This design comes from an exercise in tuning for small area on the open sky130 flow, not from production work. RTL that was checked went through simulation tests only; none was proved equivalent to the original. No functional check of the RTL was part of run 2. Power and IR drop assume default switching activity.

==> flow/design.v <==
module seg7 (in, out);
	input [3:0] in;
	output reg [7:0] out;
	always @(*) begin
		case (in)
			4'd0: out = 8'b11000000;
			4'd1: out = 8'b11111001;
			4'd2: out = 8'b10100100;
			4'd3: out = 8'b10110000;
			4'd4: out = 8'b10011001;
			4'd5: out = 8'b10010010;
			4'd6: out = 8'b10000010;
			4'd7: out = 8'b11111000;
			4'd8: out = 8'b10000000;
			4'd9: out = 8'b10011000;
			4'd10: out = 8'b10001000;
			4'd11: out = 8'b10000011;
			4'd12: out = 8'b11000110;
			4'd13: out = 8'b10100001;
			4'd14: out = 8'b10000110;
			default: out = 8'b10001110;
		endcase
	end
endmodule
module BCDconvert (clock, reset_n, inc, sign, hunBCD, tenBCD, oneBCD);
	input clock;
	input reset_n;
	input inc;
	output [7:0] sign, hunBCD, tenBCD, oneBCD;
	reg       neg;
	reg [2:0] hun;
	reg [3:0] ten, one;
	wire is511 = (hun == 3'd5) && (ten == 4'd1) && (one == 4'd1);
	wire is1   = (hun == 3'd0) && (ten == 4'd0) && (one == 4'd1);
	always @(posedge clock) begin
		if (!reset_n) begin
			neg <= 1'b0;
			hun <= 3'd0;
			ten <= 4'd0;
			one <= 4'd0;
		end else if (inc) begin
			if (!neg) begin
				neg <= is511;
				if (one == 4'd9) begin
					one <= 4'd0;
					if (ten == 4'd9) begin
						ten <= 4'd0;
						hun <= hun + 3'd1;
					end else
						ten <= ten + 4'd1;
				end else
					one <= one + 4'd1;
			end else begin
				neg <= !is1;
				if (one == 4'd0) begin
					one <= 4'd9;
					if (ten == 4'd0) begin
						ten <= 4'd9;
						hun <= hun - 3'd1;
					end else
						ten <= ten - 4'd1;
				end else
					one <= one - 4'd1;
			end
		end
	end
	seg7 a0 (.in(one), .out(oneBCD));
	seg7 a1 (.in(ten), .out(tenBCD));
	seg7 a2 (.in({1'b0, hun}), .out(hunBCD));
	assign sign = neg ? 8'b10111111 : 8'b11111111;
endmodule
module ram (clock, address, data_out);
	input clock;
	input [7:0] address;
	output reg data_out;
	wire [3:0] r = address[7:4];
	wire [3:0] c = address[3:0];
	wire mid  = (r >= 4'd4) && (r <= 4'd11);
	wire low  = (r >= 4'd12);
	wire grey = (mid && ((c <= 4'd5) || (c >= 4'd10))) || (low && (c >= 4'd10));
	always @(posedge clock)
		data_out <= grey;
endmodule
module vga_controller (pixel_clk, reset_n, h_sync, v_sync, disp_ena, column, row);
	input pixel_clk;
	input reset_n;
	output h_sync;
	output v_sync;
	output disp_ena;
	output [9:0] column;
	output [9:0] row;
	reg  [9:0] h_count, v_count;
	reg        first;
	wire       h_end = (h_count == 10'd799);
	wire       h_blank = h_count[9] & (h_count[8] | h_count[7]);    
	wire       v_blank = v_count[9] | (&v_count[8:5]);              
	always @(posedge pixel_clk) begin
		first <= !reset_n;
		if (!reset_n) begin
			h_count <= 10'd0;
			v_count <= 10'd0;
		end else begin
			h_count <= h_end ? 10'd0 : h_count + 10'd1;
			if (h_end)
				v_count <= (v_count == 10'd524) ? 10'd0 : v_count + 10'd1;
		end
	end
	assign h_sync   = !((h_count >= 10'd656) && (h_count < 10'd752));
	assign v_sync   = !((v_count >= 10'd490) && (v_count < 10'd492));
	assign disp_ena = !first && !h_blank && !v_blank;
	assign column   = h_blank ? 10'd639 : h_count;
	assign row      = v_blank ? 10'd479 : v_count;
endmodule
module smoothFilter (clock, reset_n, enable, select, data_in, data_update, full, smooth_out);
	input clock;
	input reset_n;
	input enable;
	input [1:0] select;
	input [13:0] data_in;
	input data_update;
	input full;
	output [9:0] smooth_out;
	reg [223:0] shiftreg;
	reg [13:0] acc;
	reg [9:0] smooth_hold;
	reg [9:0] smooth_c;
	always @(posedge clock) begin
		if (data_update)
			shiftreg <= {shiftreg[209:0], data_in};
		if (!reset_n) begin
			shiftreg[11:0]  <= 12'd0;
			shiftreg[25:14] <= 12'd0;
			shiftreg[39:28] <= 12'd0;
			shiftreg[53:42] <= 12'd0;
		end
	end
	always @(posedge clock) begin
		if (!reset_n)
			acc <= 14'd0;
		else if (data_update)
			acc <= acc + data_in - (full ? shiftreg[223:210] : 14'd0);
	end
	wire [11:0] sum01 = shiftreg[11:0] + shiftreg[25:14];
	wire [11:0] sum23 = shiftreg[39:28] + shiftreg[53:42];
	wire [11:0] sum4  = sum01 + sum23;
	always @(*) begin
		case (select)
			2'b00: smooth_c = shiftreg[9:0];
			2'b01: smooth_c = sum01[10:1];
			2'b10: smooth_c = sum4[11:2];
			default: smooth_c = acc[13:4];
		endcase
	end
	always @(posedge clock) begin
		if (!reset_n)
			smooth_hold <= 10'd0;
		else if (!enable)
			smooth_hold <= smooth_c;
	end
	assign smooth_out = enable ? smooth_hold : smooth_c;
endmodule
module accel_display(
	input 		          		clk,         
	input 		          		reset_n,
	input 		     [1:0]		SW,
	input 		          		data_update,
	input 		     [15:0]		data_x,
	input 		     [15:0]		data_y,
	output		     [7:0]		HEX0,
	output		     [7:0]		HEX1,
	output		     [7:0]		HEX2,
	output		     [7:0]		HEX3,
	output		     [3:0]		VGA_B,
	output		     [3:0]		VGA_G,
	output		reg          	VGA_HS,
	output		     [3:0]		VGA_R,
	output		reg          	VGA_VS
);
	wire [9:0] fx, fy;
	wire [9:0] col, row;
	wire h_sync, v_sync, disp_ena;
	wire grey;
	reg [3:0] nsamp;
	reg       full;
	always @(posedge clk) begin
		if (!reset_n) begin
			nsamp <= 4'd0;
			full  <= 1'b0;
		end else if (data_update) begin
			nsamp <= nsamp + 4'd1;
			if (nsamp == 4'd15)
				full <= 1'b1;
		end
	end
	smoothFilter x_axis (.clock(clk), .reset_n(reset_n), .enable(VGA_HS), .select(SW), .data_in(data_x[13:0]),
	                     .data_update(data_update), .full(full), .smooth_out(fx));
	smoothFilter y_axis (.clock(clk), .reset_n(reset_n), .enable(VGA_VS), .select(SW), .data_in(data_y[13:0]),
	                     .data_update(data_update), .full(full), .smooth_out(fy));
	vga_controller control (.pixel_clk(clk), .reset_n(reset_n), .h_sync(h_sync),
	                        .v_sync(v_sync), .disp_ena(disp_ena), .column(col), .row(row));
	wire [9:0] x1 = 10'd311 + fx;
	wire [9:0] y1 = 10'd231 + fy;
	wire       y_lo = y1[9];                  
	wire       y_hi = !y1[9] && (y1 >= 10'd464);  
	wire [9:0] py1 = y_lo ? 10'd0 : (y_hi ? 10'd464 : y1);
	wire en = y_lo || (y1 == 10'd0) || y_hi || (x1 == 10'd55) || (x1 == 10'd545);
	wire [9:0] dcol = col - x1;
	wire [9:0] drow = row - py1;
	wire in_x = (dcol[9:4] == 6'd0) && !(x1 > 10'd1008);   
	wire in_y = (drow[9:4] == 6'd0);
	wire [7:0] addr = {drow[3:0] + dcol[7:4], dcol[3:0]};
	ram memory (.clock(clk), .address(addr), .data_out(grey));
	reg c_red, c_blue, c_grey;
	always @(posedge clk) begin
		c_red  <= disp_ena && !(in_x && in_y) && en;
		c_blue <= disp_ena && in_x && in_y && !grey;
		c_grey <= disp_ena && in_x && in_y && grey;
		VGA_HS <= h_sync;
		VGA_VS <= v_sync;
	end
	assign VGA_R = {c_red | c_grey, c_red, c_red | c_blue, c_red};
	assign VGA_G = {c_grey, c_blue, 2'b00};
	assign VGA_B = {c_grey, c_blue, c_blue, c_blue};
	reg en_q;
	always @(posedge clk) begin
		if (!reset_n)
			en_q <= 1'b0;
		else
			en_q <= en;
	end
	BCDconvert BCD_x (.clock(clk), .reset_n(reset_n), .inc(en && !en_q), .sign(HEX3),
	                  .hunBCD(HEX2), .tenBCD(HEX1), .oneBCD(HEX0));
endmodule
==> flow/run.sh <==
#!/bin/bash
# synth_recipe.tcl (not shown) runs the flow's synth.tcl, then flattens the netlist and writes it again
# the make line also repeats each setting of config.mk as NAME=value (left out here)
make -C /OpenROAD-flow-scripts/flow DESIGN_CONFIG=/design/flow/config.mk WORK_HOME=/design/flow/orfs CLKGATE_MAP_FILE= SYNTH_SCRIPT=/design/flow/synth_recipe.tcl finish
==> flow/config.mk <==
export PLATFORM = sky130hd
export DESIGN_NAME = accel_display
export DESIGN_NICKNAME = accel_display
export VERILOG_FILES = /design/flow/design.v
export SDC_FILE = /design/flow/constraint.sdc
export NUM_CORES = 4
export LEC_CHECK = 0
export CAP_MARGIN = 20
export CORE_MARGIN = 2
export CORE_UTILIZATION = 40
export PLACE_DENSITY = 0.6
export SLEW_MARGIN = 20
==> flow/constraint.sdc <==
create_clock -name core_clock -period 20.0 [get_ports {clk}]
set_input_delay 4.0000 -clock core_clock [delete_from_list [all_inputs] [get_ports {clk}]]
set_output_delay 4.0000 -clock core_clock [all_outputs]
set_load 0.01 [all_outputs]
==> impl_metrics.env, run 1 <==
export IMPL_cts_sinks=562
export IMPL_cts_hold_buf=0
export IMPL_viasPerCell=5.01
export IMPL_cp_max_fo=35
export IMPL_power_density_mw_per_mm2=94.3
export IMPL_path_clk_slew_ps=60
export IMPL_dr_max_layer_used="met4"
export IMPL_dieArea_mm2=0.0684
export IMPL_drt_first_pass_iters=5
export IMPL_status="timing/DRC/antenna clean"
export IMPL_grt_overflow=0
export IMPL_slowest_delay_ps=570
export IMPL_min_period_ps=10120
export IMPL_syn_to_final_growth_pct=13.3
export IMPL_grt_max_degree=185
export IMPL_grt_pass1_vias=16300
export IMPL_synth_area_mm2=0.0265
export IMPL_num_antenna_cells=0
export IMPL_p_leak_nw=12.2
export IMPL_wl_per_cell_um=15.9
export IMPL_required_ps=20480
export IMPL_grt_pass1_wl_mm=84.2
export IMPL_antenna_found_initial=0
export IMPL_fin_crit_sh_pct=50.6
export IMPL_clockBufferDepth=3
export IMPL_drcViolationCount=0
export IMPL_post_cts_resize_count=0
export IMPL_setup_viol=0
export IMPL_critPathCaptureType="flip-flop"
export IMPL_postRouteAntennaNets=0
export IMPL_ctsHtreeMaxLevel=2
export IMPL_tns_ps=0
export IMPL_report_final_slew_viol_count=0
export IMPL_ys_flop_type="edfxtp_1"
export IMPL_startpoint_type="primary input"
export IMPL_cts_tree="yes"
export IMPL_max_freq_mhz=98.9
export IMPL_die_w_um=262
export IMPL_core_area_mm2=0.0657
export IMPL_drtIter0Drc=910
export IMPL_initial_utilization_pct=40.4
export IMPL_final_layout_size_suffix_gt1_share_pct=7.42
export IMPL_ys_seq_area_share_pct=55.7
export IMPL_path_class="in2reg"
export IMPL_root_buffer="clkbuf_16"
export IMPL_yosysWarnings=6
export IMPL_cp_arrival_ps=10590
export IMPL_fill_cells=5937
export IMPL_path_common_cell="a21oi_1"
export IMPL_dr_wl_met2_mm=23.1
export IMPL_max_cap_violations=0
export IMPL_cts_setup_buffers=0
export IMPL_dp_hpwl_mm=34.8
export IMPL_wl_met1_mm=25.3
export IMPL_clkLatencyLatePin_ps=640
export IMPL_synth_edf_count=352
export IMPL_final_nets=2540
export IMPL_die_h_um=262
export IMPL_async_reset_ff_share_pct=0
export IMPL_track_usage_pct=15.2
export IMPL_register_area_mm2=0.0148
export IMPL_synth_avg_cell_area_um2=11.7
export IMPL_ios=83
export IMPL_yosys_register_bits=562
export IMPL_fin_ws_ps=9880
export IMPL_syn_inst=2277
export IMPL_hold_viol=0
export IMPL_cts_made_buffers=59
export IMPL_wl_met3_mm=1.91
export IMPL_num_vias=16300
export IMPL_rsz0062_at_grt="false"
export IMPL_worstMarginPinSlew_ps=1020
export IMPL_ys_types=114
export IMPL_peakVddDrop_v=0.0000753
export IMPL_skew_ps=59.2
export IMPL_port_buffers=66
export IMPL_routabilityCongestion=0.852
export IMPL_cp_slowest_cell="or4_1"
export IMPL_wl_mm=51.7
export IMPL_rows=94
export IMPL_slew_headroom_pct=31.9
export IMPL_hold_class="reg2reg"
export IMPL_multi_input_area_mm2=0.0104
export IMPL_dpl_worst_slack_ps=9280
export IMPL_fin_util_pct=45.7
## routing by layer
metal | GRT usage (%) | vias up
met5 | 0 | -
met4 | 5.11 | 0
met3 | 2.29 | 92
met2 | 24.0 | 271
met1 | 21.3 | 7871
li1 | - | 8051
## state kept, by name, indices dropped and copies added (netlist names), 3 cells and up
| signal | count |
|---|---|
| BCD_x.hun | 3 |
| x_axis.shiftreg | 224 |
| HEX0 | 7 |
| x_axis.acc | 14 |
| nsamp | 4 |
| y_axis.shiftreg | 224 |
| HEX1 | 7 |
| y_axis.acc | 14 |
| y_axis.smooth_hold | 10 |
| control.h_count | 10 |
| BCD_x.ten | 4 |
| x_axis.smooth_hold | 10 |
| control.v_count | 10 |
| HEX2 | 7 |
| BCD_x.one | 4 |
## metrics by stage
stage               hold slack, ps  instance area (µm²)  power, mW  instances
global route                   364                30100       2.97       3249
floorplan                      400                26600       1.61       2287
global placement               401                28000       1.70       3137
detailed placement             405                28000       1.71       3137
finish                         364                30100       2.83       3249
CTS                            360                30100       2.87       3249
## path summary, 6_finish.rpt
path / slack [ps] / cells past startpoint / startpoint / end
max: 9880 / 27 / SW[0] / c_red
min: 360 / 0 / y_axis.shiftreg[107] / y_axis.shiftreg[121]
max reg2reg: 11670 / 34 / y_axis.shiftreg[0] / c_red
min reg2reg: 360 / 0 / y_axis.shiftreg[107] / y_axis.shiftreg[121]
## layout by cell type, fill, tap and decap left out, types with 12 or more instances in the layout
master	netlist	final
clkbuf_16	0	63
conb_1	2	12
ha_1	116	116
o21a_1	15	15
fa_1	53	53
nand3_1	35	35
or3_1	15	15
inv_1	257	257
or2_2	13	13
a21o_1	27	27
mux2i_1	130	130
xor2_1	41	41
nand2b_1	35	35
nor3_1	37	37
and2_1	40	40
edfxtp_1	352	352
nor2_1	228	228
a21oi_1	86	86
xnor2_1	59	59
clkinv_2	0	14
o21ai_0	58	58
nor2b_1	19	19
a31oi_1	12	12
dfxtp_1	210	210
a211oi_1	19	19
clkdlybuf4s50_1	0	64
nand2_1	101	101
## final cells by class
| class | instances | share of cell area [%] |
|---|---|---|
| clock buffer | 74 | 5.52 |
| clock inverter | 38 | 1.43 |
| inverter | 264 | 3.31 |
| multi-input combinational | 1372 | 34.5 |
| sequential | 562 | 49.2 |
| tap | 864 | 3.60 |
| timing repair buffer | 75 | 2.51 |
## cells in the mapped netlist (6+ instances only)
| cell | instances | share of area [%] |
|---|---|---|
| nor3_1 | 37 | 0.70 |
| a21o_1 | 27 | 0.76 |
| dfxtp_1 | 210 | 16 |
| o22ai_1 | 7 | 0.17 |
| nand2_1 | 101 | 1.4 |
| and2_1 | 40 | 0.94 |
| nand3b_1 | 6 | 0.17 |
| a31oi_1 | 12 | 0.28 |
| ha_1 | 116 | 5.5 |
| buf_4 | 26 | 0.74 |
| xnor2_1 | 59 | 1.9 |
| nand3_1 | 35 | 0.66 |
| or3_1 | 15 | 0.35 |
| xor2_1 | 41 | 1.4 |
| o31ai_1 | 11 | 0.31 |
| fa_1 | 53 | 4.0 |
| or2_2 | 13 | 0.31 |
| clkbuf_1 | 38 | 0.54 |
| o211ai_1 | 8 | 0.23 |
| buf_2 | 8 | 0.15 |
| inv_2 | 6 | 0.085 |
| inv_1 | 257 | 3.6 |
| o21a_1 | 15 | 0.42 |
| mux2i_1 | 130 | 4.9 |
| buf_1 | 16 | 0.23 |
| a211oi_1 | 19 | 0.54 |
| nor2_1 | 228 | 3.2 |
| o21ai_0 | 58 | 1.1 |
| nand4_1 | 11 | 0.26 |
| nor2b_1 | 19 | 0.45 |
| a21boi_0 | 8 | 0.23 |
| a211o_1 | 10 | 0.33 |
| edfxtp_1 | 352 | 40 |
| o21ai_1 | 11 | 0.21 |
| a221oi_1 | 6 | 0.20 |
| nand2b_1 | 35 | 0.83 |
| and3_1 | 11 | 0.26 |
| a21oi_1 | 86 | 1.6 |
## cells by family (layout without fill, tap and decap cells)
logic type	Yosys count	after routing	synth area share, %
AOI/OAI and AO/OA	368	368	10.1
xor gates and xnor gates	100	100	3.30
adders and majority gates	169	169	9.47
buffers and inverters	353	451	5.43
DFF	562	562	55.7
muxes	137	137	5.25
other	2	12	0.0283
and+or+nand+nor	586	586	10.7
## worst max-delay path: cells and delay by family
family / cells / cell delay [ps]
AO/OA/AOI/OAI: 10 / 2200
buffers and inverters: 4 / 1000
adder cells (fa/ha/maj): 2 / 580
AND/OR/NAND/NOR: 10 / 2500
multiplexers: 1 / 280
## where the power goes
group	switching (mW)	internal, mW
Clock	0.474	0.672
Combinational	0.200	0.145
Sequential	0.0387	1.30
==> run 2, diff against run 1 <==
--- a/flow/design.v
+++ b/flow/design.v
@@ -2,23 +2,32 @@
 	input [3:0] in;
 	output reg [7:0] out;
 	always @(*) begin
+		casez (in)
+			4'b0000: out = 8'b11000000;
+			4'b0001: out = 8'b11111001;
+			4'b0010: out = 8'b10100100;
+			4'b0011: out = 8'b10110000;
+			4'b0100: out = 8'b10011001;
+			4'b0101: out = 8'b10010010;
+			4'b0110: out = 8'b10000010;
+			4'b0111: out = 8'b11111000;
+			4'b1??0: out = 8'b10000000;
+			default: out = 8'b10011000;
+		endcase
+	end
+endmodule
+module seg7h (in, out);
+	input [2:0] in;
+	output reg [7:0] out;
+	always @(*) begin
 		case (in)
-			4'd0: out = 8'b11000000;
-			4'd1: out = 8'b11111001;
-			4'd2: out = 8'b10100100;
-			4'd3: out = 8'b10110000;
-			4'd4: out = 8'b10011001;
-			4'd5: out = 8'b10010010;
-			4'd6: out = 8'b10000010;
-			4'd7: out = 8'b11111000;
-			4'd8: out = 8'b10000000;
-			4'd9: out = 8'b10011000;
-			4'd10: out = 8'b10001000;
-			4'd11: out = 8'b10000011;
-			4'd12: out = 8'b11000110;
-			4'd13: out = 8'b10100001;
-			4'd14: out = 8'b10000110;
-			default: out = 8'b10001110;
+			3'd0: out = 8'b11000000;
+			3'd1: out = 8'b11111001;
+			3'd2: out = 8'b10100100;
+			3'd3: out = 8'b10110000;
+			3'd4: out = 8'b10011001;
+			3'd5: out = 8'b10010010;
+			default: out = 8'b11000000;
 		endcase
 	end
 endmodule
@@ -66,7 +75,7 @@
 	end
 	seg7 a0 (.in(one), .out(oneBCD));
 	seg7 a1 (.in(ten), .out(tenBCD));
-	seg7 a2 (.in({1'b0, hun}), .out(hunBCD));
+	seg7h a2 (.in(hun), .out(hunBCD));
 	assign sign = neg ? 8'b10111111 : 8'b11111111;
 endmodule
 module ram (clock, address, data_out);
@@ -111,44 +120,50 @@
 	assign column   = h_blank ? 10'd639 : h_count;
 	assign row      = v_blank ? 10'd479 : v_count;
 endmodule
-module smoothFilter (clock, reset_n, enable, select, data_in, data_update, full, smooth_out);
+module smoothFilter (clock, reset_n, enable, select, valid, data_in, data_update, smooth_out);
 	input clock;
 	input reset_n;
 	input enable;
 	input [1:0] select;
+	input valid;
 	input [13:0] data_in;
 	input data_update;
-	input full;
 	output [9:0] smooth_out;
-	reg [223:0] shiftreg;
-	reg [13:0] acc;
+	reg [13:0] psum;
+	reg [223:0] past;     
 	reg [9:0] smooth_hold;
 	reg [9:0] smooth_c;
+	reg [13:0] old;
+	always @(posedge clock) begin
+		if (!reset_n)
+			psum <= 14'd0;
+		else if (data_update)
+			psum <= psum + data_in;
+	end
 	always @(posedge clock) begin
 		if (data_update)
-			shiftreg <= {shiftreg[209:0], data_in};
-		if (!reset_n) begin
-			shiftreg[11:0]  <= 12'd0;
-			shiftreg[25:14] <= 12'd0;
-			shiftreg[39:28] <= 12'd0;
-			shiftreg[53:42] <= 12'd0;
-		end
-	end
-	always @(posedge clock) begin
-		if (!reset_n)
-			acc <= 14'd0;
-		else if (data_update)
-			acc <= acc + data_in - (full ? shiftreg[223:210] : 14'd0);
-	end
-	wire [11:0] sum01 = shiftreg[11:0] + shiftreg[25:14];
-	wire [11:0] sum23 = shiftreg[39:28] + shiftreg[53:42];
-	wire [11:0] sum4  = sum01 + sum23;
+			past <= {past[209:0], psum};
+	end
 	always @(*) begin
 		case (select)
-			2'b00: smooth_c = shiftreg[9:0];
-			2'b01: smooth_c = sum01[10:1];
-			2'b10: smooth_c = sum4[11:2];
-			default: smooth_c = acc[13:4];
+			2'b00: old[9:0] = past[9:0];
+			2'b01: old[9:0] = past[23:14];
+			2'b10: old[9:0] = past[51:42];
+			default: old[9:0] = past[219:210];
+		endcase
+		old[10] = select[1] ? (select[0] ? past[220] : past[52]) : past[24];
+		old[11] = select[0] ? past[221] : past[53];
+		old[13:12] = past[223:222];
+		if (!valid)
+			old = 14'd0;
+	end
+	wire [13:0] diff = psum - old;
+	always @(*) begin
+		case (select)
+			2'b00: smooth_c = diff[9:0];
+			2'b01: smooth_c = diff[10:1];
+			2'b10: smooth_c = diff[11:2];
+			default: smooth_c = diff[13:4];
 		endcase
 	end
 	always @(posedge clock) begin
@@ -192,10 +207,19 @@
 				full <= 1'b1;
 		end
 	end
-	smoothFilter x_axis (.clock(clk), .reset_n(reset_n), .enable(VGA_HS), .select(SW), .data_in(data_x[13:0]),
-	                     .data_update(data_update), .full(full), .smooth_out(fx));
-	smoothFilter y_axis (.clock(clk), .reset_n(reset_n), .enable(VGA_VS), .select(SW), .data_in(data_y[13:0]),
-	                     .data_update(data_update), .full(full), .smooth_out(fy));
+	reg valid;
+	always @(*) begin
+		case (SW)
+			2'b00: valid = full || (nsamp != 4'd0);
+			2'b01: valid = full || (nsamp >= 4'd2);
+			2'b10: valid = full || (nsamp >= 4'd4);
+			default: valid = full;
+		endcase
+	end
+	smoothFilter x_axis (.clock(clk), .reset_n(reset_n), .enable(VGA_HS), .select(SW), .valid(valid),
+	                     .data_in(data_x[13:0]), .data_update(data_update), .smooth_out(fx));
+	smoothFilter y_axis (.clock(clk), .reset_n(reset_n), .enable(VGA_VS), .select(SW), .valid(valid),
+	                     .data_in(data_y[13:0]), .data_update(data_update), .smooth_out(fy));
 	vga_controller control (.pixel_clk(clk), .reset_n(reset_n), .h_sync(h_sync),
 	                        .v_sync(v_sync), .disp_ena(disp_ena), .column(col), .row(row));
 	wire [9:0] x1 = 10'd311 + fx;
--- a/flow/config.mk
+++ b/flow/config.mk
@@ -5,8 +5,10 @@
 export SDC_FILE = /design/flow/constraint.sdc
 export NUM_CORES = 4
 export LEC_CHECK = 0
+export ABC_AREA = 1
 export CAP_MARGIN = 20
 export CORE_MARGIN = 2
 export CORE_UTILIZATION = 40
+export CTS_BUF_LIST = sky130_fd_sc_hd__clkbuf_4 sky130_fd_sc_hd__clkbuf_8
 export PLACE_DENSITY = 0.6
 export SLEW_MARGIN = 20
==> run 2 against run 1 <==
Against the previous run: still clean on timing, DRC and antenna; worst setup slack got worse by 1400 ps; sequential cell count fell by 21; synthesized cell count fell by 6.4%; sequential power barely moved; highest routed layer unchanged.
==> impl_metrics.env, run 2 <==
export IMPL_startpoint_type="primary input"
export IMPL_ys_seq_area_share_pct=64.6
export IMPL_final_nets=2385
export IMPL_routabilityCongestion=0.890
export IMPL_postRouteAntennaNets=0
export IMPL_cts_sinks=541
export IMPL_async_reset_ff_share_pct=0
export IMPL_ys_flop_type="edfxtp_1"
export IMPL_num_antenna_cells=0
export IMPL_critPathCaptureType="flip-flop"
export IMPL_fin_util_pct=46.0
export IMPL_grt_overflow=0
export IMPL_cp_max_fo=38
export IMPL_cp_slowest_cell="clkdlybuf4s50_1"
export IMPL_root_buffer="clkbuf_8"
export IMPL_status="timing/DRC/antenna clean"
export IMPL_report_final_slew_viol_count=0
export IMPL_min_period_ps=11490
export IMPL_worstMarginPinSlew_ps=1060
export IMPL_ctsHtreeMaxLevel=3
export IMPL_dieArea_mm2=0.0613
export IMPL_initial_utilization_pct=40.3
export IMPL_rsz0062_at_grt="false"
export IMPL_hold_viol=0
export IMPL_max_freq_mhz=87.1
export IMPL_yosys_register_bits=541
export IMPL_cp_arrival_ps=12090
export IMPL_viasPerCell=4.89
export IMPL_final_common_cell="edfxtp_1"
export IMPL_syn_to_final_growth_pct=14.0
export IMPL_synth_edf_count=448
export IMPL_power_density_mw_per_mm2=97.4
export IMPL_dp_hpwl_mm=30.9
export IMPL_fin_crit_sh_pct=57.4
export IMPL_final_cells=3091
export IMPL_placed_area_mm2=0.0252
export IMPL_wl_per_cell_um=15.5
export IMPL_slowest_delay_ps=550
export IMPL_synth_area_leaders="edfxtp_1 (57%), dfxtp_1 (7.8%), nand2_1 (6.4%)"
export IMPL_top_regs="x_axis.past x224, y_axis.past x224"
export IMPL_skew_ps=25.4
export IMPL_tns_ps=0
export IMPL_yosysMostFrequentCell="edfxtp_1"
export IMPL_drt_first_pass_iters=5
export IMPL_setup_viol=0
export IMPL_drcViolationCount=0
export IMPL_fill_cells=5365
export IMPL_post_cts_resize_count=0
export IMPL_antenna_found_initial=0
export IMPL_required_ps=20600
export IMPL_wl_mm=47.8
export IMPL_syn_inst=2131
export IMPL_die_w_um=248
export IMPL_cts_tree="yes"
export IMPL_max_cap_violations=0
export IMPL_clockBufferDepth=3
export IMPL_core_area_mm2=0.0588
export IMPL_cts_hold_buf=0
export IMPL_num_vias=15100
export IMPL_ys_types=57
export IMPL_path_class="in2reg"
export IMPL_cts_made_buffers=87
export IMPL_port_buffers=66
export IMPL_p_leak_nw=11.2
export IMPL_peakVddDrop_v=0.0000645
export IMPL_mostFrequentLayoutCells="edfxtp_1 (448), nand2_1 (404), inv_1 (233), nor2_1 (183), nand3_1 (166)"
export IMPL_slew_headroom_pct=29.1
export IMPL_yosys_top_cells_count="edfxtp_1 (448), nand2_1 (404), inv_1 (234)"
export IMPL_yosysWarnings=7
export IMPL_grt_pass1_vias=15100
export IMPL_synth_top_cell_area_share_pct=56.7
export IMPL_fin_area_mm2=0.0271
export IMPL_hold_class="reg2reg"
export IMPL_clkLatencyLatePin_ps=670
export IMPL_path_clk_slew_ps=60
export IMPL_synth_area_mm2=0.0237
export IMPL_synth_area_leader_cell="edfxtp_1"
export IMPL_die_h_um=248
export IMPL_grt_pass1_wl_mm=77.4
export IMPL_track_usage_pct=15.9
export IMPL_total_power_mw=2.63
export IMPL_cts_setup_buffers=0
export IMPL_path_common_cell="nand2_1"
export IMPL_ios=83
export IMPL_final_layout_size_suffix_gt1_share_pct=10.7
export IMPL_rows=89
export IMPL_dp_cells=2931
export IMPL_drtIter0Drc=1079
export IMPL_synth_avg_cell_area_um2=11.1
export IMPL_grt_max_degree=98
==> run 2: changes by cell type in the layout (fill, tap and decap cells not counted), moves of 35 or more <==
cell	before	now
nand3_1	35	166
dfxtp_1	210	93
edfxtp_1	352	448
clkbuf_16	63	0
nor2_1	228	183
nand2_1	101	404
mux2i_1	130	0
clkbuf_8	4	92
nand2b_1	35	0
fa_1	53	6
and2_1	40	3
xnor2_1	59	10
==> run 2: cell families after synthesis <==
group / share of synthesized area [%]
other: 0.0317
XOR/XNOR: 1.95
buffers and inverters: 5.38
AO/OA/AOI/OAI: 5.51
flip-flops: 64.6
adder cells (fa/ha/maj): 5.52
AND/OR/NAND/NOR: 17.0
==> run 2: final cells by class <==
type / count / area, µm² / area share, %
sequential: 541 / 15300 / 56.6
timing repair buffer: 79 / 767 / 2.84
clock inverter: 41 / 427 / 1.58
multi-input combinational: 1289 / 7170 / 26.5
inverter: 249 / 937 / 3.46
tap: 773 / 967 / 3.58
clock buffer: 119 / 1470 / 5.43
==> run 2: final timing paths <==
check | end | startpoint | slack, ps | cells after the start
worst max-delay path | memory.data_out | SW[0] | 8510 | 43
worst min-delay path | x_axis.past[192] | x_axis.past[178] | 400 | 0
worst max register to register | memory.data_out | nsamp[1] | 12880 | 40
worst min register to register | x_axis.past[192] | x_axis.past[178] | 400 | 0
==> run 2: where the power goes <==
part,internal (mW),switching (mW)
logic,0.0940,0.191
clock network,0.585,0.439
registers,1.30,0.0299
total,1.97,0.660
==> run 2: layer usage <==
metal	wire length, µm	part of all wire [%]	global-route usage [%]	vias to the layer above
met5	0	0	0	-
met4	1120	2.3	5.64	0
met3	2160	4.5	3.47	87
met2	22400	47	25.9	306
met1	22200	46	20.9	7220
li1	-	-	-	7487
==> run 2: worst max-delay path, delay by kind of cell <==
family | cells | cell delay [ps]
fa+ha+maj | 7 | 2010
buf+inv | 9 | 2180
xor+xnor | 3 | 570
simple gates | 18 | 2220
compound gates | 6 | 1080
==> run 2: through the flow <==
stage / hold WS, ps / setup slack [ps]
5_1_grt: 419 / 7740
4_1_cts: 401 / 8500
3_5_place_dp: 405 / 7820
2_1_floorplan: 392 / 9980
3_3_place_gp: 401 / 7860
6_report: 396 / 8510
==> run 3, diff against run 2 <==
--- a/flow/design.v
+++ b/flow/design.v
@@ -96,29 +96,30 @@
 	output h_sync;
 	output v_sync;
 	output disp_ena;
-	output [9:0] column;
-	output [9:0] row;
-	reg  [9:0] h_count, v_count;
+	output [9:0] column;    
+	output [9:0] row;       
+	reg  [9:0] hc, vc;      
 	reg        first;
-	wire       h_end = (h_count == 10'd799);
-	wire       h_blank = h_count[9] & (h_count[8] | h_count[7]);    
-	wire       v_blank = v_count[9] | (&v_count[8:5]);              
+	wire       h_end   = (hc == 10'd488);                   
+	wire       v_end   = (vc == 10'd293);                   
+	wire       h_blank = (hc >= 10'd329) && (hc <= 10'd488);  
+	wire       v_blank = (vc >= 10'd249) && (vc <= 10'd293);  
 	always @(posedge pixel_clk) begin
 		first <= !reset_n;
 		if (!reset_n) begin
-			h_count <= 10'd0;
-			v_count <= 10'd0;
+			hc <= 10'd713;
+			vc <= 10'd793;
 		end else begin
-			h_count <= h_end ? 10'd0 : h_count + 10'd1;
+			hc <= h_end ? 10'd713 : hc + 10'd1;
 			if (h_end)
-				v_count <= (v_count == 10'd524) ? 10'd0 : v_count + 10'd1;
+				vc <= v_end ? 10'd793 : vc + 10'd1;
 		end
 	end
-	assign h_sync   = !((h_count >= 10'd656) && (h_count < 10'd752));
-	assign v_sync   = !((v_count >= 10'd490) && (v_count < 10'd492));
+	assign h_sync   = !((hc >= 10'd345) && (hc < 10'd441));    
+	assign v_sync   = !((vc == 10'd259) || (vc == 10'd260));   
 	assign disp_ena = !first && !h_blank && !v_blank;
-	assign column   = h_blank ? 10'd639 : h_count;
-	assign row      = v_blank ? 10'd479 : v_count;
+	assign column   = h_end ? 10'd328 : hc;
+	assign row      = v_end ? 10'd248 : vc;
 endmodule
 module smoothFilter (clock, reset_n, enable, select, valid, data_in, data_update, smooth_out);
 	input clock;
@@ -222,15 +223,13 @@
 	                     .data_in(data_y[13:0]), .data_update(data_update), .smooth_out(fy));
 	vga_controller control (.pixel_clk(clk), .reset_n(reset_n), .h_sync(h_sync),
 	                        .v_sync(v_sync), .disp_ena(disp_ena), .column(col), .row(row));
-	wire [9:0] x1 = 10'd311 + fx;
-	wire [9:0] y1 = 10'd231 + fy;
-	wire       y_lo = y1[9];                  
-	wire       y_hi = !y1[9] && (y1 >= 10'd464);  
-	wire [9:0] py1 = y_lo ? 10'd0 : (y_hi ? 10'd464 : y1);
-	wire en = y_lo || (y1 == 10'd0) || y_hi || (x1 == 10'd55) || (x1 == 10'd545);
-	wire [9:0] dcol = col - x1;
-	wire [9:0] drow = row - py1;
-	wire in_x = (dcol[9:4] == 6'd0) && !(x1 > 10'd1008);   
+	wire y_lo = (fy >= 10'd281) && (fy <= 10'd792);   
+	wire y_hi = (fy >= 10'd233) && (fy <= 10'd280);   
+	wire [9:0] q = y_lo ? 10'd793 : (y_hi ? 10'd233 : fy);    
+	wire en = y_lo || y_hi || (fy == 10'd793) || (fx == 10'd768) || (fx == 10'd234);
+	wire [9:0] dcol = col - fx;    
+	wire [9:0] drow = row - q;     
+	wire in_x = (dcol[9:4] == 6'd0) && !((fx >= 10'd698) && (fx <= 10'd712));   
 	wire in_y = (drow[9:4] == 6'd0);
 	wire [7:0] addr = {drow[3:0] + dcol[7:4], dcol[3:0]};
 	ram memory (.clock(clk), .address(addr), .data_out(grey));
==> flow/flow/run.sh (new file) <==
#!/bin/bash
# Layout flow: the standard ORFS flow with smaller port buffers, a clock
# tree of smaller buffers without dummy loads, and power (size) recovery
# after global routing. Each step's full output stays in orfs/logs; make's
# own output goes to flow_make.log here.
set -euo pipefail
cd "$(dirname "$0")/.."
export BUFFER_PORTS_ARGS="-buffer_cell sky130_fd_sc_hd__buf_1"
export CTS_ARGS="-sink_clustering_enable -repair_clock_nets -dont_use_dummy_load -buf_list sky130_fd_sc_hd__clkbuf_8 -sink_clustering_size 20 -sink_clustering_max_diameter 60"
export RECOVER_POWER=100
bash standard.sh > flow_make.log 2>&1
==> flow/standard.sh (new file) <==
#!/bin/bash
# synth_recipe.tcl (not shown) runs the flow's synth.tcl, then flattens the netlist and writes it again
# the make line also repeats each setting of config.mk as NAME=value (left out here)
make -C /OpenROAD-flow-scripts/flow DESIGN_CONFIG=/design/flow/config.mk WORK_HOME=/design/flow/orfs CLKGATE_MAP_FILE= SYNTH_SCRIPT=/design/flow/synth_recipe.tcl "${@:-finish}"
--- a/flow/config.mk
+++ b/flow/config.mk
@@ -8,7 +8,6 @@
 export ABC_AREA = 1
 export CAP_MARGIN = 20
 export CORE_MARGIN = 2
-export CORE_UTILIZATION = 40
-export CTS_BUF_LIST = sky130_fd_sc_hd__clkbuf_4 sky130_fd_sc_hd__clkbuf_8
-export PLACE_DENSITY = 0.6
+export CORE_UTILIZATION = 60
+export PLACE_DENSITY = 0.75
 export SLEW_MARGIN = 20
removed: flow/run.sh
==> run 3 against run 2 <==
Against the previous run: the layout now fails its checks (capacitance limit, slew limit); first-iteration DRC count fell by 10%; die area decreased by 34%; sequential power about the same; routed wire length down 10%; hold slack lost 17 ps; critical path type unchanged; largest cell class unchanged; largest power group unchanged.
==> impl_metrics.env, run 3 <==
export IMPL_status="complete, but fails checks"
export IMPL_check_faults="capacitance limit, slew limit"
export IMPL_fin_area_mm2=0.0245
export IMPL_report_final_slew_viol_count=534
export IMPL_core_area_mm2=0.0386
export IMPL_dieArea_mm2=0.0406
export IMPL_synth_area_leaders="edfxtp_1 (57%), dfxtp_1 (8.0%), nand2_1 (6.3%)"
export IMPL_fin_ws_ps=7180
export IMPL_tns_ps=0
export IMPL_cp_arrival_ps=13350
export IMPL_path_clk_slew_ps=100
export IMPL_root_buffer="clkbuf_8"
export IMPL_track_usage_pct=21.3
export IMPL_max_cap_violations=7
export IMPL_r2r_end="c_blue"
export IMPL_final_common_cell="edfxtp_1"
export IMPL_peakVddDrop_v=0.0000679
export IMPL_hold_class="reg2reg"
export IMPL_dp_hpwl_mm=27.8
export IMPL_syn_inst=2076
export IMPL_grt_overflow=0
export IMPL_rows=72
export IMPL_yosys_top_cells_count="edfxtp_1 (448), nand2_1 (391), inv_1 (228)"
export IMPL_worstMarginPinSlew_ps=4770
export IMPL_cts_hold_buf=0
export IMPL_cts_made_buffers=39
export IMPL_top_regs="x_axis.past x224, y_axis.past x224"
export IMPL_drtIter0Drc=969
export IMPL_final_cells=2649
export IMPL_grt_pass1_vias=13900
export IMPL_yosys_mux_area_fraction_pct=0
export IMPL_synth_xor_area_share_pct=1.80
export IMPL_hold_path_end="y_axis.past[136]"
export IMPL_ys_flop_type="edfxtp_1"
export IMPL_ys_seq_area_share_pct=65.4
export IMPL_min_delay_start="y_axis.past[122]"
export IMPL_ys_types=53
export IMPL_final_layout_size_suffix_gt1_share_pct=3.99
export IMPL_path_class="in2reg"
export IMPL_startpoint_type="primary input"
export IMPL_cp_max_fo=101
export IMPL_required_ps=20530
export IMPL_min_period_ps=12820
export IMPL_yosysMostFrequentCell="edfxtp_1"
export IMPL_synthAdderAreaFrac_pct=5.54
export IMPL_r2r_slack_ps=12560
export IMPL_die_w_um=201
export IMPL_fin_crit_sh_pct=64.1
export IMPL_hold_viol=0
export IMPL_startpoint="data_update"
export IMPL_port_buffers=66
export IMPL_drcViolationCount=0
export IMPL_timing_rr_start="nsamp[1]"
export IMPL_num_vias=14400
export IMPL_final_nets=2270
export IMPL_hold_depth=0
export IMPL_skew_ps=62.0
export IMPL_postRouteAntennaNets=0
export IMPL_cts_setup_buffers=0
export IMPL_dpl_worst_slack_ps=8950
export IMPL_cts_tree="yes"
export IMPL_critPathCaptureType="flip-flop"
export IMPL_p_leak_nw=9.93
export IMPL_initial_utilization_pct=60.7
export IMPL_setup_viol=0
export IMPL_synth_top_family_by_area="simple AND/OR/NAND/NOR gates"
export IMPL_max_freq_mhz=78.0
export IMPL_ctsHtreeMaxLevel=2
export IMPL_routabilityCongestion=0.881
export IMPL_power_density_mw_per_mm2=85.2
export IMPL_num_antenna_cells=0
export IMPL_slowest_delay_ps=3550
export IMPL_cts_sinks=541
export IMPL_reg2reg_depth=43
export IMPL_viasPerCell=5.44
export IMPL_synth_edf_count=448
export IMPL_synth_simple_area_share_pct=15.7
export IMPL_clockBufferDepth=3
export IMPL_dp_cells=2610
export IMPL_yosysWarnings=7
export IMPL_yosys_register_bits=541
export IMPL_wl_mm=42.9
export IMPL_synth_top_cell_area_share_pct=57.5
export IMPL_cp_slowest_cell="clkbuf_1"
export IMPL_ios=83
export IMPL_synth_area_mm2=0.0234
export IMPL_synth_area_leader_cell="edfxtp_1"
export IMPL_post_cts_resize_count=0
export IMPL_syn_to_final_growth_pct=4.61
export IMPL_drt_first_pass_iters=5
export IMPL_path_buf_inv=4
export IMPL_synth_avg_cell_area_um2=11.3
export IMPL_path_common_cell="clkbuf_1"
export IMPL_async_reset_ff_share_pct=0
export IMPL_wl_per_cell_um=16.2
export IMPL_grt_max_degree=102
export IMPL_fill_cells=3047
export IMPL_antenna_found_initial=0
export IMPL_placed_area_mm2=0.0241
export IMPL_slew_headroom_pct=-218
export IMPL_grt_pass1_wl_mm=68.9
export IMPL_rsz0062_at_grt="false"
export IMPL_mostFrequentLayoutCells="edfxtp_1 (448), nand2_1 (397), inv_1 (229), nor2_1 (174), nand3_1 (150)"
export IMPL_die_h_um=201
export IMPL_path_cells="clkbuf_1 -> clkbuf_1 -> clkbuf_1 -> nor2_1 -> nor2_1 -> o21ai_0 -> inv_1"
export IMPL_clkLatencyLatePin_ps=630
export IMPL_cp_top_family="buffers and inverters"
export IMPL_synth_compound_area_share_pct=6.03
==> run 3: changes by cell type in the layout (fill, tap and decap cells not counted), moves of 8 or more <==
cell	previous run	this run
buf_1	0	64
bufinv_16	8	0
clkbuf_1	0	11
clkbuf_4	27	0
clkbuf_8	92	39
clkdlybuf4s50_1	65	0
clkinv_1	23	1
nand2_2	24	11
nand3_1	166	150
nor2_1	183	174
o21ai_0	71	80
==> run 3: worst max path at each step <==
stage          cells past startpoint  slack [ps]              end
2_1_floorplan                     42       10460  memory.data_out
3_3_place_gp                      48        9010           c_grey
3_5_place_dp                      48        8950           c_blue
4_1_cts                           48        9540           c_blue
5_1_grt                            7        5950   x_axis.psum[7]
6_report                           7        7180  x_axis.psum[10]
==> run 3: worst reg2reg max path, delay by kind of cell, from the launching register on <==
family	cells	cell delay, ps
AND/OR/NAND/NOR	25	2920
AO/OA/AOI/OAI	7	1360
adder cells (fa/ha/maj)	5	1250
buffers and inverters	5	1230
flip-flops	1	430
XOR/XNOR	1	130
==> run 3: logic make-up after synthesis <==
family,count (synthesis)
AO/OA/AOI/OAI,248
XOR/XNOR,48
adder cells (fa/ha/maj),100
buffers and inverters,311
flip-flops,541
other,2
AND/OR/NAND/NOR,826
==> run 3: layout make-up <==
cell class | count | area [µm²] | share of cell area (%)
Clock buffer | 39 | 537 | 2.19
Inverter | 237 | 891 | 3.64
Multi-Input combinational cell | 1234 | 6770 | 27.7
Sequential cell | 541 | 15300 | 62.6
Tap cell | 518 | 648 | 2.65
Timing Repair Buffer | 80 | 319 | 1.30
==> run 3: per-layer routing <==
layer | global-route usage (%) | wire, µm | share of wire, % | vias up
li1 | - | - | - | 7140
met1 | 28.7 | 19500 | 46 | 6874
met4 | 6.99 | 1160 | 2.7 | 0
met3 | 3.87 | 1980 | 4.6 | 80
met2 | 35.5 | 20300 | 47 | 322
met5 | 0 | 0 | 0 | -
==> run 3: where the power goes <==
group | internal [mW] | total (mW) | switching, mW | leakage (nW)
clock network | 0.176 | 0.490 | 0.314 | 0.280
logic | 0.0875 | 0.267 | 0.179 | 4.48
registers | 1.30 | 1.33 | 0.0313 | 5.17
==> run 3: through the flow <==
step | utilization [%] | hold slack [ps] | total power [mW]
6_report | 63.5 | 380 | 2.09
3_5_place_dp | 62.4 | 405 | 1.61
5_1_grt | 63.5 | 385 | 2.19
3_3_place_gp | 62.4 | 401 | 1.60
4_1_cts | 63.8 | 382 | 2.10
2_1_floorplan | - | 392 | 1.53
==> run 4, diff against run 3 <==
--- a/flow/flow/run.sh
+++ b/flow/flow/run.sh
@@ -6,6 +6,6 @@
 set -euo pipefail
 cd "$(dirname "$0")/.."
 export BUFFER_PORTS_ARGS="-buffer_cell sky130_fd_sc_hd__buf_1"
-export CTS_ARGS="-sink_clustering_enable -repair_clock_nets -dont_use_dummy_load -buf_list sky130_fd_sc_hd__clkbuf_8 -sink_clustering_size 20 -sink_clustering_max_diameter 60"
+export CTS_ARGS="-sink_clustering_enable -repair_clock_nets -dont_use_dummy_load -buf_list {sky130_fd_sc_hd__clkbuf_8 sky130_fd_sc_hd__clkbuf_16} -sink_clustering_size 30 -sink_clustering_max_diameter 100"
 export RECOVER_POWER=100
 bash standard.sh > flow_make.log 2>&1
==> run 4 against run 3 <==
Against the previous run: the layout still fails its checks (capacitance limit, slew limit); combinational power about the same; fmax shrank 0.54%; core utilization hardly changed; area after synthesis did not move; clock power grew 3%; routed wire length barely moved; sequential share of layout area about the same; critical path type unchanged; largest cell class unchanged.
==> impl_metrics.env, run 4 <==
export IMPL_core_area_mm2=0.0386
export IMPL_antenna_found_initial=0
export IMPL_worstMarginPinSlew_ps=4760
export IMPL_final_layout_size_suffix_gt1_share_pct=3.22
export IMPL_initial_utilization_pct=60.7
export IMPL_dp_hpwl_mm=27.8
export IMPL_synth_area_leaders="edfxtp_1 (57%), dfxtp_1 (8.0%), nand2_1 (6.3%)"
export IMPL_cts_tree="yes"
export IMPL_tns_ps=0
export IMPL_yosysWarnings=7
export IMPL_cp_top_family="buffers and inverters"
export IMPL_synth_area_mm2=0.0234
export IMPL_wl_per_cell_um=16.3
export IMPL_path_buf_inv=4
export IMPL_dieArea_mm2=0.0406
export IMPL_max_cap_violations=7
export IMPL_total_power_mw=2.10
export IMPL_seqPwrFrac_pct=63.2
export IMPL_synth_area_leader_cell="edfxtp_1"
export IMPL_die_h_um=201
export IMPL_drt_first_pass_iters=6
export IMPL_drtIter0Drc=990
export IMPL_fin_crit_sh_pct=64.4
export IMPL_slowest_delay_ps=3550
export IMPL_cts_made_buffers=22
export IMPL_yosys_register_bits=541
export IMPL_swShare_pct=24.6
export IMPL_yosys_top_cells_count="edfxtp_1 (448), nand2_1 (391), inv_1 (228)"
export IMPL_ys_types=53
export IMPL_p_leak_nw=9.92
export IMPL_final_common_cell="edfxtp_1"
export IMPL_grt_max_degree=102
export IMPL_ys_seq_area_share_pct=65.4
export IMPL_rows=72
export IMPL_wl_mm=42.9
export IMPL_async_reset_ff_share_pct=0
export IMPL_num_antenna_cells=0
export IMPL_num_vias=14400
export IMPL_setup_viol=0
export IMPL_netSwitchingPower_mw=0.518
export IMPL_viasPerCell=5.46
export IMPL_path_clk_slew_ps=100
export IMPL_mostFrequentLayoutCells="edfxtp_1 (448), nand2_1 (397), inv_1 (229), nor2_1 (174), nand3_1 (150)"
export IMPL_die_w_um=201
export IMPL_yosysMostFrequentCell="edfxtp_1"
export IMPL_path_class="in2reg"
export IMPL_cp_slowest_cell="clkbuf_1"
export IMPL_port_buffers=66
export IMPL_post_cts_resize_count=0
export IMPL_status="complete, but fails checks"
export IMPL_internal_power_mw=1.58
export IMPL_startpoint_type="primary input"
export IMPL_top_regs="x_axis.past x224, y_axis.past x224"
export IMPL_peakVddDrop_v=0.0000781
export IMPL_slew_headroom_pct=-217
export IMPL_track_usage_pct=21.1
export IMPL_syn_inst=2076
export IMPL_ys_flop_type="edfxtp_1"
export IMPL_routabilityCongestion=0.881
export IMPL_clkLatencyLatePin_ps=560
export IMPL_required_ps=20510
export IMPL_cp_arrival_ps=13400
export IMPL_grt_pass1_wl_mm=68.9
export IMPL_synth_avg_cell_area_um2=11.3
export IMPL_power_density_mw_per_mm2=85.8
export IMPL_synth_edf_count=448
export IMPL_path_common_cell="clkbuf_1"
export IMPL_synth_top_cell_area_share_pct=57.5
export IMPL_clockBufferDepth=3
export IMPL_final_nets=2253
export IMPL_cts_setup_buffers=0
export IMPL_clockPowerShare_pct=24.0
export IMPL_hold_viol=0
export IMPL_p_comb_share_pct=12.8
export IMPL_max_freq_mhz=77.6
export IMPL_cp_max_fo=101
export IMPL_drcViolationCount=0
export IMPL_hold_class="reg2reg"
export IMPL_path_cells="clkbuf_1 -> clkbuf_1 -> clkbuf_1 -> nor2_1 -> nor2_1 -> o21ai_0 -> inv_1"
export IMPL_cts_hold_buf=0
export IMPL_rsz0062_at_grt="false"
export IMPL_grt_overflow=0
export IMPL_syn_to_final_growth_pct=4.67
export IMPL_postRouteAntennaNets=0
export IMPL_min_period_ps=12890
export IMPL_report_final_slew_viol_count=534
export IMPL_grt_pass1_vias=13800
export IMPL_skew_ps=32.2
export IMPL_cts_sinks=541
export IMPL_critPathCaptureType="flip-flop"
export IMPL_root_buffer="clkbuf_16"
export IMPL_ios=83
export IMPL_ctsHtreeMaxLevel=1
export IMPL_check_faults="capacitance limit, slew limit"
==> run 4: layout make-up <==
cell class | instances | area [µm²]
timing repair buffer | 80 | 319
inverter | 237 | 891
sequential | 541 | 15300
multi-input combinational | 1234 | 6770
fill | 3017 | 14100
clock buffer | 22 | 551
tap | 518 | 648
==> run 4: worst paths after layout <==
| kind | startpoint | end | slack, ps | depth (start not counted) |
|---|---|---|---|---|
| max | data_update | x_axis.psum[8] | 7110 | 7 |
| min | y_axis.past[122] | y_axis.past[136] | 390 | 0 |
| max reg2reg | nsamp[1] | c_blue | 12580 | 43 |
| min reg2reg | y_axis.past[122] | y_axis.past[136] | 390 | 0 |
==> run 4: metrics by stage <==
step / hold slack [ps] / instances / instance area [µm²] / util (%) / setup WS [ps]
after floorplan: 392 / 2086 / 23400 / - / 10460
after global placement: 401 / 2610 / 24100 / 62.4 / 9010
after detailed placement: 405 / 2610 / 24100 / 62.4 / 8950
after CTS: 402 / 2632 / 24600 / 63.8 / 9490
after global routing: 416 / 2632 / 24500 / 63.5 / 5830
final: 394 / 2632 / 24500 / 63.5 / 7110
==> run 4: metal layers <==
layer  track usage (%)  vias up  routed length, µm
li1                  -     7114                  -
met1              28.8     6897              19700
met2              36.5      286              20800
met3              2.33       62               1470
met4              5.12        0               1020
met5                 0        -                  0
==> run 4: power by group through the flow <==
stage               clock (mW)  combinational [mW]  sequential [mW]
global route             0.557               0.305             1.34
CTS                      0.524               0.267             1.33
detailed placement           0               0.265             1.35
finish                   0.504               0.268             1.33
global placement             0               0.257             1.35
floorplan                    0               0.199             1.33
==> run 4: cell families (layout without fill, tap and decap cells) <==
group                      Yosys count  count (layout)  synth area share (%)
and+or+nand+nor                    826             826                  15.7
DFF                                541             541                  65.4
buffers and inverters              311             339                  5.42
AOI/OAI and AO/OA                  248             248                  6.03
adders and majority gates          100             100                  5.54
xor gates and xnor gates            48              48                  1.80
other                                2              12                0.0321
==> run 5, diff against run 4 <==
==> flow/run.sh (new file) <==
#!/bin/bash
# synth_recipe.tcl (not shown) runs the flow's synth.tcl, then flattens the netlist and writes it again
# the make line also repeats each setting of config.mk as NAME=value (left out here)
make -C /OpenROAD-flow-scripts/flow DESIGN_CONFIG=/design/flow/config.mk WORK_HOME=/design/flow/orfs CLKGATE_MAP_FILE= SYNTH_SCRIPT=/design/flow/synth_recipe.tcl finish
--- a/flow/config.mk
+++ b/flow/config.mk
@@ -9,5 +9,8 @@
 export CAP_MARGIN = 20
 export CORE_MARGIN = 2
 export CORE_UTILIZATION = 60
+export CTS_BUF_LIST = sky130_fd_sc_hd__clkbuf_8
+export CTS_CLUSTER_DIAMETER = 60
+export CTS_CLUSTER_SIZE = 20
 export PLACE_DENSITY = 0.75
 export SLEW_MARGIN = 20
removed: flow/flow/run.sh
removed: flow/standard.sh
==> run 5 against run 4 <==
Against the previous run: the run now finishes clean; routed wire length increased by 1.8%; largest power group unchanged; cell area increased by 3.7%; largest cell class unchanged; global-route usage rose by 0.67 points.
==> impl_metrics.env, run 5 <==
export IMPL_final_layout_size_suffix_gt1_share_pct=5.97
export IMPL_num_vias=14600
export IMPL_cp_arrival_ps=11140
export IMPL_cts_tree="yes"
export IMPL_ys_flop_type="edfxtp_1"
export IMPL_path_class="in2reg"
export IMPL_slowest_delay_ps=490
export IMPL_clockBufferDepth=3
export IMPL_drt_first_pass_iters=5
export IMPL_clkLatencyLatePin_ps=660
export IMPL_track_usage_pct=21.7
export IMPL_synth_area_mm2=0.0234
export IMPL_dp_cells=2606
export IMPL_hold_viol=0
export IMPL_yosysMostFrequentCell="edfxtp_1"
export IMPL_ios=83
export IMPL_syn_inst=2076
export IMPL_rows=72
export IMPL_setup_viol=0
export IMPL_report_final_slew_viol_count=0
export IMPL_final_common_cell="edfxtp_1"
export IMPL_final_cells=2679
export IMPL_grt_pass1_wl_mm=70.4
export IMPL_startpoint_type="primary input"
export IMPL_grt_max_degree=210
export IMPL_required_ps=20570
export IMPL_core_area_mm2=0.0386
export IMPL_die_w_um=201
export IMPL_yosys_top_cells_count="edfxtp_1 (448), nand2_1 (391), inv_1 (228)"
export IMPL_final_nets=2268
export IMPL_num_antenna_cells=0
export IMPL_mostFrequentLayoutCells="edfxtp_1 (448), nand2_1 (391), inv_1 (238), nor2_1 (172), nand3_1 (147)"
export IMPL_yosysWarnings=7
export IMPL_post_cts_resize_count=0
export IMPL_power_density_mw_per_mm2=87.5
export IMPL_async_reset_ff_share_pct=0
export IMPL_max_cap_violations=0
export IMPL_cp_top_family="buffers and inverters"
export IMPL_ctsHtreeMaxLevel=2
export IMPL_wl_per_cell_um=16.3
export IMPL_path_clk_slew_ps=110
export IMPL_status="timing/DRC/antenna clean"
export IMPL_drtIter0Drc=974
export IMPL_synth_area_leaders="edfxtp_1 (57%), dfxtp_1 (8.0%), nand2_1 (6.3%)"
export IMPL_ys_types=53
export IMPL_antenna_found_initial=0
export IMPL_syn_to_final_growth_pct=8.52
export IMPL_yosys_register_bits=541
export IMPL_wl_mm=43.7
export IMPL_slew_headroom_pct=40.5
export IMPL_die_h_um=201
export IMPL_hold_class="reg2reg"
export IMPL_cts_made_buffers=40
export IMPL_worstMarginPinSlew_ps=891
export IMPL_cts_setup_buffers=0
export IMPL_critPathCaptureType="flip-flop"
export IMPL_initial_utilization_pct=60.7
export IMPL_synth_edf_count=448
export IMPL_tns_ps=0
export IMPL_timing_hold_ws_ps=419
export IMPL_grt_pass1_vias=14200
export IMPL_postRouteAntennaNets=0
export IMPL_ys_seq_area_share_pct=65.4
export IMPL_synth_avg_cell_area_um2=11.3
export IMPL_top_regs="x_axis.past x224, y_axis.past x224"
export IMPL_rsz0062_at_grt="false"
export IMPL_fin_crit_sh_pct=52.9
export IMPL_dieArea_mm2=0.0406
export IMPL_synth_area_leader_cell="edfxtp_1"
export IMPL_cp_max_fo=40
export IMPL_grt_overflow=0
export IMPL_peakVddDrop_v=0.0000700
export IMPL_path_buf_inv=11
export IMPL_drcViolationCount=0
export IMPL_total_power_mw=2.22
export IMPL_viasPerCell=5.44
export IMPL_synth_top_cell_area_share_pct=57.5
export IMPL_p_leak_nw=10.3
export IMPL_max_freq_mhz=94.6
export IMPL_cts_sinks=541
export IMPL_port_buffers=66
export IMPL_skew_ps=50.7
export IMPL_root_buffer="clkbuf_8"
export IMPL_dp_hpwl_mm=28.2
export IMPL_cts_hold_buf=0
export IMPL_cp_slowest_cell="clkdlybuf4s50_1"
export IMPL_min_period_ps=10570
export IMPL_routabilityCongestion=0.883
## run 5: cell types whose count changed in the layout (fill, tap and decap cells not counted), sizes merged
| cell | change |
|---|---|
| buf | -57 |
| clkdlybuf4s50 | +65 |
| clkinvlp | +3 |
| inv | +20 |
| clkinv | +4 |
| bufinv | +3 |
| clkbuf | +9 |
## run 5: routing by layer
layer | vias to the layer above | GRT usage [%] | wire length (µm)
met5 | - | 0 | 0
met2 | 342 | 36.1 | 20700
met1 | 6962 | 28.9 | 19600
li1 | 7192 | - | -
met4 | 0 | 7.64 | 1220
met3 | 85 | 4.10 | 2120
## run 5: path summary, 6_finish.rpt
check	from	to	slack, ps	depth (start not counted)
max	SW[1]	memory.data_out	9430	41
min	x_axis.past[35]	x_axis.past[49]	420	0
max reg2reg	nsamp[1]	memory.data_out	13620	38
min reg2reg	x_axis.past[35]	x_axis.past[49]	420	0
## run 5: cell type report
type                    count  area [µm²]
clock inverters            30         318
flip-flops and latches    541       15300
multi-input cells        1234        6860
well taps                 518         648
inverters                 237         893
clock buffers              42         578
fillers                  2976       13200
repair buffers             77         788
## run 5: logic make-up (layout without fill, tap and decap cells)
kind of cell,count (synthesis),in the layout,share of synthesized area (%)
adder cells (fa/ha/maj),100,100,5.54
XOR/XNOR,48,48,1.80
buffers and inverters,311,386,5.42
AND/OR/NAND/NOR,826,826,15.7
AO/OA/AOI/OAI,248,248,6.03
flip-flops,541,541,65.4
other,2,12,0.0321
## run 5: power by group
group	switching (mW)	internal (mW)	total [mW]	leakage [nW]
clock network	0.371	0.253	0.625	0.477
registers	0.0311	1.29	1.32	5.17
logic	0.182	0.0931	0.275	4.70
total	0.584	1.64	2.22	10.3
## run 5: metrics by stage
stage | instance area (µm²) | util (%) | worst slack [ps]
global placement | 24500 | 63.5 | 8870
CTS | 25400 | 65.8 | 9400
floorplan | 23400 | - | 10460
detailed placement | 24500 | 63.5 | 8750
finish | 25400 | 65.9 | 9430
global route | 25400 | 65.9 | 8830
==> run 6, diff against run 5 <==
==> flow/flow/run.sh (new file) <==
#!/bin/bash
# Layout flow: the standard ORFS flow, with
#  - the combinational logic of the standard synthesis re-mapped by ABC for
#    area (flip-flops kept as they are: same instances, names and cells),
#  - port buffers of the smallest buffer,
#  - a clock tree of clkbuf_8 without dummy loads.
# Each tool's full output goes to a log file here (the ORFS steps also keep
# theirs under orfs/logs).
set -euo pipefail
W=$(pwd)
export BUFFER_PORTS_ARGS="-buffer_cell sky130_fd_sc_hd__buf_1"
export CTS_ARGS="-sink_clustering_enable -repair_clock_nets -dont_use_dummy_load -buf_list sky130_fd_sc_hd__clkbuf_16 -sink_clustering_size 30 -sink_clustering_max_diameter 80"
bash standard.sh synth > "$W/synth_make.log" 2>&1
RES="$W/orfs/results/$FLOW_PLATFORM/accel_display/base"
cp "$RES/1_2_yosys.v" "$W/standard_synth.v"
LIB="$FLOW_HOME/platforms/$FLOW_PLATFORM/lib/sky130_fd_sc_hd__tt_025C_1v80.lib" \
NETLIST="$W/standard_synth.v" TOP="$FLOW_TOP" ABCSCRIPT="$W/flow/resyn.abc" \
OUT="$W/resyn.v" yosys -c "$W/flow/resyn.tcl" > "$W/resyn.log" 2>&1
cp "$W/resyn.v" "$RES/1_2_yosys.v"
rm -f "$RES/1_synth.odb" "$RES/1_synth.sdc"
bash standard.sh > "$W/layout_make.log" 2>&1
==> flow/flow/resyn.abc (new file) <==
strash
dch -f
map -a
mfs2
strash
dch -f
map -a
mfs2
strash
dch -f
map -a
mfs2
strash
dch -f
map -a
mfs2
strash
dch -f
map -a
topo
dnsize -c
==> flow/flow/resyn.tcl (new file) <==
# Re-map the combinational logic of the standard synthesis for area.
# Flip-flops and tie cells stay as they are (same instances, names and
# types); every other cell is turned back into logic and mapped again by ABC.
yosys -import
set lib $::env(LIB)
read_liberty -ignore_miss_func $lib
read_verilog $::env(NETLIST)
hierarchy -top $::env(TOP)
# flip-flops, latches, tie cells and anything else ABC cannot map stay as cells
blackbox *__df* *__edf* *__sdf* *__sedf* *__dl* *__sdl* *__conb* *__tap* *__fill* *__decap* *__diode* *__probe* *__lpflow* *__ebuf* *__einv* *__clkdlybuf* *__dlygate* *__dlymetal*
flatten
opt_clean -purge
stat -liberty $lib
abc -liberty $lib -dont_use sky130_fd_sc_hd__probe_p_8 -dont_use sky130_fd_sc_hd__probec_p_8 -dont_use sky130_fd_sc_hd__lpflow_* -script $::env(ABCSCRIPT)
opt_clean -purge
hilomap -singleton -hicell sky130_fd_sc_hd__conb_1 HI -locell sky130_fd_sc_hd__conb_1 LO
yosys rename -enumerate
stat -liberty $lib
check
write_verilog -noattr -noexpr -nohex -nodec $::env(OUT)
==> flow/standard.sh (new file) <==
#!/bin/bash
# synth_recipe.tcl (not shown) runs the flow's synth.tcl, then flattens the netlist and writes it again
# the make line also repeats each setting of config.mk as NAME=value (left out here)
make -C /OpenROAD-flow-scripts/flow DESIGN_CONFIG=/design/flow/config.mk WORK_HOME=/design/flow/orfs CLKGATE_MAP_FILE= SYNTH_SCRIPT=/design/flow/synth_recipe.tcl "${@:-finish}"
--- a/flow/config.mk
+++ b/flow/config.mk
@@ -9,8 +9,5 @@
 export CAP_MARGIN = 20
 export CORE_MARGIN = 2
 export CORE_UTILIZATION = 60
-export CTS_BUF_LIST = sky130_fd_sc_hd__clkbuf_8
-export CTS_CLUSTER_DIAMETER = 60
-export CTS_CLUSTER_SIZE = 20
 export PLACE_DENSITY = 0.75
 export SLEW_MARGIN = 20
removed: flow/run.sh
==> run 6 against run 5 <==
Against the previous run: still clean; cell area is 12% lower; fmax down 20%; routed wire length down 13%; worst setup slack lost 2700 ps; total power down 11%; clock-buffer cell count is 18 lower; hold slack worse by 27 ps; critical endpoint unchanged; highest routed layer unchanged.
==> impl_metrics.env, run 6 <==
export IMPL_syn_inst=1651
export IMPL_drt_first_pass_iters=5
export IMPL_netSwitchingPower_mw=0.438
export IMPL_cp_arrival_ps=13700
export IMPL_multi_input_area_mm2=0.00477
export IMPL_port_buffers=66
export IMPL_track_usage_pct=21.0
export IMPL_final_common_cell="edfxtp_1"
export IMPL_cts_setup_buffers=0
export IMPL_drtIter0Drc=1051
export IMPL_timing_hold_ws_ps=392
export IMPL_routabilityCongestion=0.873
export IMPL_cts_hold_buf=0
export IMPL_grt_pass1_wl_mm=59.7
export IMPL_fin_ws_ps=6770
export IMPL_slew_headroom_pct=20.7
export IMPL_worstMarginPinSlew_ps=1190
export IMPL_clockBufferDepth=3
export IMPL_cts_made_buffers=24
export IMPL_clkLatencyLatePin_ps=570
export IMPL_wl_mm=37.9
export IMPL_num_vias=12400
export IMPL_rows=67
export IMPL_power_density_mw_per_mm2=89.4
export IMPL_synth_area_mm2=0.0207
export IMPL_cts_sinks=541
export IMPL_peakVddDrop_v=0.0000728
export IMPL_required_ps=20470
export IMPL_drcViolationCount=0
export IMPL_cp_top_family="simple AND/OR/NAND/NOR gates"
export IMPL_hold_class="reg2reg"
export IMPL_synth_avg_cell_area_um2=12.5
export IMPL_post_cts_resize_count=0
export IMPL_top_regs="x_axis.past x224, y_axis.past x224"
export IMPL_slowest_delay_ps=820
export IMPL_syn_to_final_growth_pct=7.54
export IMPL_grt_max_degree=199
export IMPL_final_layout_size_suffix_gt1_share_pct=3.91
export IMPL_postRouteAntennaNets=0
export IMPL_path_buf_inv=9
export IMPL_ios=83
export IMPL_path_common_cell="nand2_1"
export IMPL_p_leak_nw=7.77
export IMPL_skew_ps=47.9
export IMPL_viasPerCell=5.62
export IMPL_fill_cells=2486
export IMPL_wl_met3_mm=1.80
export IMPL_dieArea_mm2=0.0359
export IMPL_fin_crit_sh_pct=66.1
export IMPL_wl_met1_mm=17.2
export IMPL_startpoint_type="primary input"
export IMPL_max_freq_mhz=75.6
export IMPL_report_final_slew_viol_count=0
export IMPL_status="timing/DRC/antenna clean"
export IMPL_root_buffer="clkbuf_16"
export IMPL_cts_tree="yes"
export IMPL_clockPowerShare_pct=26.4
export IMPL_core_area_mm2=0.0337
export IMPL_setup_viol=0
export IMPL_antenna_found_initial=0
export IMPL_initial_utilization_pct=61.3
export IMPL_dr_max_layer_used="met4"
export IMPL_die_w_um=190
export IMPL_swShare_pct=22.0
export IMPL_r2r_slack_ps=11690
export IMPL_final_cells=2212
export IMPL_max_cap_violations=0
export IMPL_dpl_worst_slack_ps=6300
export IMPL_placed_area_mm2=0.0216
export IMPL_hold_viol=0
export IMPL_ctsHtreeMaxLevel=1
export IMPL_dp_cells=2187
export IMPL_mostFrequentLayoutCells="edfxtp_1 (448), nand2_1 (214), nor2_1 (202), clkinv_1 (167), o21ai_0 (152)"
export IMPL_rsz0062_at_grt="false"
export IMPL_grt_overflow=0
export IMPL_p_comb_share_pct=7.2
export IMPL_seqPwrFrac_pct=66.4
export IMPL_critPathCaptureType="flip-flop"
export IMPL_register_area_mm2=0.0153
export IMPL_fin_area_mm2=0.0222
export IMPL_cp_max_fo=33
export IMPL_dr_wl_met2_mm=17.8
export IMPL_cp_slowest_cell="clkinv_1"
export IMPL_wl_per_cell_um=17.2
export IMPL_internal_power_mw=1.55
export IMPL_min_period_ps=13230
export IMPL_grt_pass1_vias=11800
export IMPL_yosysWarnings=7
export IMPL_tns_ps=0
export IMPL_final_nets=1802
export IMPL_die_h_um=190
export IMPL_dp_hpwl_mm=23.9
export IMPL_path_class="in2reg"
export IMPL_path_clk_slew_ps=110
==> run 6: path summary, 6_finish.rpt <==
path                         from              end  cells past startpoint
setup / recovery            SW[1]  memory.data_out                     50
hold / removal    y_axis.past[63]  y_axis.past[77]                      0
setup reg to reg         nsamp[3]  memory.data_out                     43
hold reg to reg   y_axis.past[63]  y_axis.past[77]                      0
==> run 6: layout make-up <==
class	count	area share (%)
diodes	1	0.0113
clock buffers	24	2.70
inverters	167	2.82
multi-input cells	953	21.4
flip-flops and latches	541	68.9
well taps	448	2.52
repair buffers	78	1.60
==> run 6: power by group through the flow <==
| stage | clock network (mW) | registers, mW | logic [mW] |
|---|---|---|---|
| after global routing | 0.572 | 1.33 | 0.160 |
| after global placement | 0 | 1.34 | 0.136 |
| after floorplan | 0 | 1.33 | 0.0898 |
| after detailed placement | 0 | 1.34 | 0.142 |
| after CTS | 0.540 | 1.32 | 0.143 |
| final | 0.525 | 1.32 | 0.143 |
==> run 6: worst reg2reg max path, delay by kind of cell (launching register included) <==
family | cells | cell delay, ps
simple gates | 20 | 3230
buf+inv | 4 | 1230
compound gates | 16 | 2880
flops | 1 | 360
xor+xnor | 3 | 560
==> run 6: routing by layer <==
metal | global-route usage, % | vias to the layer above
li1 | - | 6068
met1 | 30.0 | 5960
met2 | 34.5 | 329
met3 | 2.20 | 64
met4 | 6.53 | 0
met5 | 0 | -
==> run 6: per-stage QoR <==
| step | total power [mW] | util (%) |
|---|---|---|
| floorplan | 1.42 | - |
| detailed placement | 1.49 | 64.2 |
| CTS | 2.00 | 65.9 |
| global placement | 1.48 | 64.2 |
| global route | 2.06 | 65.9 |
| finish | 1.99 | 66.0 |

==> static timing again, ports no longer ideal <==
The flow's constraints put no driver on any port. The routed layouts listed below were extracted and timed again, unchanged, in two steps. Step 1 assumes that a clkbuf_16 drives the clock port and a buf_2 every other input. Step 2, shift: input delay + t, output delay - t, t = (earliest + latest rising clock arrival at the registers) / 2. This alone moves slack from input paths to output paths. Slacks: ideal / step 1 / step 2; pairs: ideal / step 1.
run | shift t [ns] | slack for setup (ns)
run 1 | 0.675 | 9.884 / 9.921 / 9.246
run 2 | 0.712 | 8.514 / 8.518 / 7.806
run 3 | 0.649 | 7.181 / 7.185 / 6.536
run 4 | 0.601 | 7.111 / 7.120 / 6.518
run 5 | 0.683 | 9.427 / 9.441 / 8.757
run 6 | 0.602 | 6.773 / 6.799 / 6.197
